What follows belongs to an exercise in optimizing a design on an open flow for small area and a short achievable clock period; a production flow would make more cautious choices. The RTL was checked by simulation tests, not by an equivalence proof against the original design. Power figures rest on the tool's default switching activity, not on a simulated workload.

`config.mk`:
```
export PLATFORM = sky130hd
export DESIGN_NAME = tych_ing_frm_buf
export DESIGN_NICKNAME = tych_ing_frm_buf
export VERILOG_FILES = /design/flow/design.v
export SDC_FILE = /design/flow/constraint.sdc
export NUM_CORES = 4
export LEC_CHECK = 0
export CAP_MARGIN = 20
export CORE_MARGIN = 2
export CORE_UTILIZATION = 30
export SETUP_SLACK_MARGIN = 5
export SLEW_MARGIN = 20
export SYNTH_HIERARCHICAL = 1
export TNS_END_PERCENT = 100
```
`constraint.sdc`:
```
create_clock -name core_clock -period 12.0 [get_ports {clk}]
set_input_delay 2.4000 -clock core_clock [delete_from_list [all_inputs] [get_ports {clk}]]
set_output_delay 2.4000 -clock core_clock [all_outputs]
set_load 0.01 [all_outputs]
```
`design.v`:
```
module tych_ing_frm_buf (
input wire clk,
input wire rst,
input  logic          core_avl_in_valid,
input  logic [511:0]  core_avl_in_data,
input  logic          core_avl_in_sop,
input  logic          core_avl_in_eop,
input  logic [5:0]    core_avl_in_empty,
input  logic          core_avl_in_error,
output logic          core_avl_in_ready,
input  logic [3:0]    core_ingmeta_in_vs,
input  logic [1:0]    core_ingmeta_in_rcos,
input  logic        rd_ptr_update_valid,
input  logic [3:0]  rd_ptr_vs,           
input  logic [1:0]  rd_ptr_rcos,         
input  logic [15:0] rd_ptr_value,        
output logic        rd_ptr_update_ready,
output logic        ram_wr_en,           
output logic [15:0] ram_wr_addr,         
output logic [511:0] ram_wr_data,        
output logic [5:0]  ram_wr_empty,        
output logic        ram_wr_sop,          
output logic        ram_wr_eop,          
output logic        ram_wr_error         
);
localparam N = 64;
localparam WI = 29;   
localparam WJ = 17;   
logic [15:0] wr_q   [N-1:0];
logic [9:0]  lim_q  [N-1:0];
logic [N-1:0] wv_q, rv_q, full_q;
logic [5:0] idx, j;
assign idx = {core_ingmeta_in_vs, core_ingmeta_in_rcos};
assign j   = {rd_ptr_vs, rd_ptr_rcos};
logic [7:0] i_lo, i_hi, j_lo, j_hi;
tych_frm_dec8 u_dil (.a(idx[2:0]), .y(i_lo));
tych_frm_dec8 u_dih (.a(idx[5:3]), .y(i_hi));
tych_frm_dec8 u_djl (.a(j[2:0]),   .y(j_lo));
tych_frm_dec8 u_djh (.a(j[5:3]),   .y(j_hi));
logic [WI*N-1:0] ent_i;
logic [WJ*N-1:0] ent_j;
logic [WI*8-1:0] grp_i;
logic [WJ*8-1:0] grp_j;
logic [WI-1:0]   look_i;
logic [WJ-1:0]   look_j;
genvar g;
generate
  for (g = 0; g < N; g++) begin : ent
    assign ent_i[g*WI +: WI] = {full_q[g], rv_q[g], lim_q[g], wv_q[g], wr_q[g]};
    assign ent_j[g*WJ +: WJ] = {wv_q[g], wr_q[g]};
  end
  for (g = 0; g < 8; g++) begin : grp
    logic [7:0] gi_lo, gj_lo;
    tych_frm_dec8 u_dil (.a(idx[2:0]), .y(gi_lo));
    tych_frm_dec8 u_djl (.a(j[2:0]),   .y(gj_lo));
    tych_frm_sel8 #(.W(WI)) u_si (.d(ent_i[g*8*WI +: 8*WI]), .s(gi_lo), .y(grp_i[g*WI +: WI]));
    tych_frm_sel8 #(.W(WJ)) u_sj (.d(ent_j[g*8*WJ +: 8*WJ]), .s(gj_lo), .y(grp_j[g*WJ +: WJ]));
  end
endgenerate
tych_frm_sel8 #(.W(WI)) u_ti (.d(grp_i), .s(i_hi), .y(look_i));
tych_frm_sel8 #(.W(WJ)) u_tj (.d(grp_j), .s(j_hi), .y(look_j));
logic [15:0] wr_i, wr_j;
logic [9:0]  lim_i;
logic        full_i;
assign full_i = look_i[28];
assign lim_i  = look_i[26:17] & {10{look_i[27]}};
assign wr_i   = look_i[15:0] & {16{look_i[16]}};
assign wr_j   = look_j[15:0] & {16{look_j[16]}};
assign core_avl_in_ready = !full_i && !rst;
assign rd_ptr_update_ready = 1'b1;
logic wr_en, upd;
assign wr_en = core_avl_in_valid && core_avl_in_ready;
assign upd   = rd_ptr_update_valid;
logic [15:0] wr_inc;
logic        full_w;
assign wr_inc = wr_i + 16'd1;
assign full_w = ((wr_i[9:0] ^ 10'd1015) == lim_i);
function automatic logic ge16(input logic [15:0] x, input logic [15:0] c);
  logic [15:0] gt, eq;
  gt = x & ~c;
  eq = ~(x ^ c);
  for (int s = 1; s < 16; s = s * 2) begin
    for (int k = 0; k < 16; k = k + 2 * s) begin
      gt[k] = gt[k + s] | (eq[k + s] & gt[k]);
      eq[k] = eq[k + s] & eq[k];
    end
  end
  ge16 = gt[0] | eq[0];
endfunction
function automatic logic in_window(input logic [15:0] x, input logic [15:0] lo,
                                   input logic [15:0] hi);
  logic ge_lo, lt_hi;
  ge_lo = ge16(x, lo);
  lt_hi = !ge16(x, hi);
  in_window = (hi < lo) ? (ge_lo || lt_hi) : (ge_lo && lt_hi);
endfunction
logic [15:0] lo0, hi0, lo1, hi1;
assign lo0 = rd_ptr_value;
assign hi0 = rd_ptr_value + 16'd1016;
assign lo1 = rd_ptr_value - 16'd1;
assign hi1 = rd_ptr_value + 16'd1015;
logic        inc_j, full_u0, full_u1, full_u;
logic [9:0]  lim_u;
assign inc_j   = wr_en && (idx == j);
assign full_u0 = !in_window(wr_j, lo0, hi0);
assign full_u1 = !in_window(wr_j, lo1, hi1);
assign full_u  = inc_j ? full_u1 : full_u0;
assign lim_u   = (rd_ptr_value[9:0] + 10'd1015) ^ 10'd1015;
generate
  for (g = 0; g < N; g++) begin : fifo
    logic we, ue;
    assign we = wr_en && i_hi[g / 8] && i_lo[g % 8];
    assign ue = upd && j_hi[g / 8] && j_lo[g % 8];
    always_ff @(posedge clk) begin
      if (we) wr_q[g] <= wr_inc;
      if (ue) lim_q[g] <= lim_u;
    end
    always_ff @(posedge clk or posedge rst) begin
      if (rst) begin
        wv_q[g]   <= 1'b0;
        rv_q[g]   <= 1'b0;
        full_q[g] <= 1'b0;
      end else begin
        if (we) wv_q[g] <= 1'b1;
        if (ue) rv_q[g] <= 1'b1;
        if (ue) full_q[g] <= full_u;
        else if (we) full_q[g] <= full_w;
      end
    end
  end
endgenerate
assign ram_wr_en    = wr_en;
assign ram_wr_addr  = wr_i;
assign ram_wr_data  = core_avl_in_data;
assign ram_wr_empty = core_avl_in_empty;
assign ram_wr_sop   = core_avl_in_sop;
assign ram_wr_eop   = core_avl_in_eop;
assign ram_wr_error = core_avl_in_error;
endmodule
module tych_frm_dec8 (
  input  logic [2:0] a,
  output logic [7:0] y
);
  always_comb begin
    for (int k = 0; k < 8; k++) y[k] = (a == k);
  end
endmodule
module tych_frm_sel8 #(
  parameter int W = 1
) (
  input  logic [8*W-1:0] d,
  input  logic [7:0]     s,
  output logic [W-1:0]   y
);
  always_comb begin
    y = '0;
    for (int k = 0; k < 8; k++) y = y | (d[k*W +: W] & {W{s[k]}});
  end
endmodule
```
`flow/run.sh`:
```
#!/bin/bash
# Standard ORFS layout (the standard.sh, with the standard synthesis),
# with two resizer settings changed: port buffers are buf_4 instead of the
# default delay-buffer cell, and timing repair may change a cell's footprint.
set -euo pipefail
bash standard.sh MATCH_CELL_FOOTPRINT=0 \
  "BUFFER_PORTS_ARGS=-buffer_cell sky130_fd_sc_hd__buf_4" finish > make_finish.log 2>&1
```
`standard.sh`:
```
#!/bin/bash
# synth_recipe.tcl (not shown) runs the flow's synth.tcl, then flattens the netlist and writes it again
# the make line also repeats each setting of config.mk as NAME=value (left out here)
make -C /OpenROAD-flow-scripts/flow DESIGN_CONFIG=/design/flow/config.mk WORK_HOME=/design/flow/orfs CLKGATE_MAP_FILE= SYNTH_SCRIPT=/design/flow/synth_recipe.tcl "${@:-finish}"
```
==> flow_summary.toml <==
[worst_setup_path]
cp-end-kind = "primary output"
cp-start-kind = "primary input"
crit_arrival_ps = 5110
worst_r2r_path_depth = 22
required_ps = 9600
crit_type = "in -> out"
cp_max_fo = 11

[timing]
slew-limit-headroom = 0.2009
setup_tns_ps = 0
hold_violations = 0
min_period_ps = 7506
skew_ps = 54.97
maxClockFrequency_ghz = 0.1332
rsz0062_at_grt = "yes"
slew_violations = 0
finalSetupViolCount = 0
min_period_over_period = 0.6255
tightest_slew_ps = 1199

[pwr]
power_frac_seq = 0.491
ir_drop_uv = 120.6
clock_power_share = 0.399
p_leak_nw = 31.41
p_switching_w = 0.003834
intPower_w = 0.01111
pwr_density_cell_nw_per_um2 = 157.6
p_sw_frac = 0.2566
power_frac_comb = 0.110

[clock_tree]
ctsRootBufferMaster = "clkbuf_16"
numCtsBuffers = 192
cts_buffer_depth = 3
tritoncts = "yes"
clock_latency_ps = 880
cts.clk_slew.worst_paths_ps = 60
clock_sinks = 1856
htreeDepth = 4

[final_layout]
drive_above_1_share = 0.2053
fin_util = 0.3358
layout_common_cells = "edfxtp_1 (1664), a22oi_1 (1519), nand4_1 (426)"
fill_cells = 27160
fin_nets = 6322
area_growth_syn_to_layout_pct = 11.34
final_common_cell = "edfxtp_1"

[logic_synthesis]
syn_area_sq_um = 85140
synth_ff_type = "edfxtp_1"
syn_avg_cell_area_sq_um = 14.23
ys_seq_area_frac = 0.6433
ys_async_sr_fraction = 0.1034
netlist_instances = 5983
syn_nets = 6613
synth_cell_types = 65
synth_seq_cells = 1856
yosysWarnings = 12
synth_edf_count = 1664

[routing]
wirelength_mm = 461.9
via_count = 60320
ant_nets = 0
routed_via_density = 6.264
remaining_drc_errors = 0
drt_first_pass_iters = 7
initialDrtViolationCount = 10350
wire_per_inst_um = 47.97

[hold_path]
whs_path_depth = 1
min_path_type = "reg -> reg"

[global_routing]
grt_max_degree = 67
grt_overflow = 0
grt_pass1_vias = 55390
grt_usage = 0.3059
grt_first_pass_wirelength_mm = 578.9
antenna_found_initial = 25

[place]
gp_congestion = 0.9886
place_hpwl_mm = 331.3
io_buffer_count = 49

[die]
fp.dieW_um = 536.7
num_rows = 195
fp.dieH_um = 536.7
start_util = 0.3016
die_area_sq_um = 288100
coreArea_sq_um = 282300
pin_count = 1093

[flow_run]
max_cap_viol_count = 0

[outcome]
status = "no timing/DRC/antenna violations"
-- power by group through the flow --
stage / Clock (W) / Combinational [W] / Sequential, W
finish: 0.00596 / 0.00164 / 0.00734
global route: 0.00625 / 0.00167 / 0.00735
CTS: 0.00600 / 0.00149 / 0.00734
detailed placement: 0 / 0.00133 / 0.00747
global placement: 0 / 0.00130 / 0.00746
floorplan: 0 / 0.000951 / 0.00745
-- Yosys cell counts (62+ instances only) --
cell type	instances	area, sq um
nor3b_1	62	465.5
buf_4	525	3941
inv_1	103	386.6
or2_2	67	419.2
a211oi_1	69	518.0
nand2_1	93	349.1
dfrtp_1	192	4805
nand2b_1	64	400.4
nor2_1	88	330.3
buf_6	267	3007
nand4_1	425	2659
ha_1	77	963.4
a22oi_1	1656	12430
edfxtp_1	1664	49970
buf_2	84	420.4
and3_1	79	494.2
-- worst max-delay path: stages --
cell,delay (ps)
buf_16,140
clkbuf_16,180
nor3b_4,170
clkbuf_16,190
a22oi_2,220
nand4_1,220
a22oi_2,580
nand4_1,290
nand2_2,200
clkinvlp_4,240
buf_6,210
-- kinds of logic (layout without fill, tap and decap cells) --
kind of cell | count (synthesis) | count (layout) | synth area share
other cells | 1 | 27 | 0.00004404
buf+inv | 1038 | 891 | 0.09618
flops | 1856 | 1856 | 0.6433
compound gates | 1885 | 1885 | 0.1657
mux | 4 | 4 | 0.0006172
simple gates | 1062 | 1084 | 0.07659
xor+xnor | 57 | 59 | 0.005863
fa+ha+maj | 80 | 80 | 0.01170
-- area by class of cell --
cell class,count,area [sq um],share of cell area
flip-flops and latches,1856,54770,0.5777
multi-input cells,3113,24010,0.2533
clock buffers,250,5218,0.05503
well taps,3743,4683,0.04940
repair buffers,424,4603,0.04855
clock inverters,112,1036,0.01093
inverters,105,415.4,0.004382
diodes,26,65.06,0.0006863
-- per-stage QoR --
step | total power (W) | worst slack [ps] | cells | cell area [sq um] | hold slack [ps]
6_report | 0.01494 | 4494 | 9629 | 94800 | 466.4
4_1_cts | 0.01482 | 4739 | 9503 | 93230 | 468.2
2_1_floorplan | 0.008397 | 5127 | 5983 | 85230 | 440.5
5_1_grt | 0.01527 | 4573 | 9607 | 94750 | 480.5
3_3_place_gp | 0.008769 | 2614 | 8978 | 84090 | 452.0
3_5_place_dp | 0.008798 | 2590 | 8979 | 84110 | 453.5
-- modules after synthesis (local to each module, per instance), a selection --
module            area, sq um  copies in the design  cells  flip-flops and latches
tych_ing_frm_buf        65210                     1   3393                    1856
tych_frm_dec8           65.06                    20      8                       0
-- layer usage --
layer  track usage  up-vias  part of all wire
li1              -    23280                 -
met3        0.2464      955              0.22
met5       0.05658        -            0.0052
met4        0.1342       58             0.057
met1        0.2935    30060              0.28
met2        0.4694     5958              0.44
-- timing repair --
action | CTS | global route
endpoints found under the setup margin | 674 | 311
gates cloned | 46 | 18
endpoints found under the hold margin | 0 | 0
hold buffers | 0 | 0
pin swaps | 79 | 78
gates resized for setup | 292 | 141
setup buffers | 116 | 80
-- sequential cells by signal, indices dropped and copies added, names as in the netlist --
name / flops
wr_q: 1024
lim_q: 640
full_q: 64
rv_q: 64
wv_q: 64
-- path summary, 6_finish.rpt --
kind / start / slack [ps] / to
worst max-delay path: core_ingmeta_in_vs[0] / 4490 / ram_wr_addr[5]
worst min-delay path: rv_q[35] / 470 / rv_q[35]
worst max register to register: wr_q[56][7] / 6610 / wr_q[58][14]
worst min register to register: rv_q[35] / 470 / rv_q[35]
max in group asynchronous: rst / 8130 / rv_q[35]
min in group asynchronous: rst / 1800 / wv_q[48]

==> re-timing with driven ports <==
No port has a modelled driver above. Below, the same layout with a new extraction and two added sets of constraints.
Step 1 sets driving cells, clkbuf_16 on the clock port and buf_2 on the other inputs (assumed; they add their load-dependent delay and slew).
Step 2 also shifts input and output timing later by t, the mid clock arrival at the registers, as if the neighbouring blocks saw the same clock.
Slacks: ideal / step 1 / step 2; pairs: ideal / step 1.
t (ns): 0.947
setup slack, ns: 4.494 / 3.981 / 3.313
latest minus earliest clock arrival (ns): 0.056 / 0.056
worst slew at a driven data input, ns: 0.75
cell pins on the clock port's net: 1
After both steps this run still meets setup and hold. The setup slack of this run moves by -0.513 ns with the drivers and by -1.181 ns with both steps.
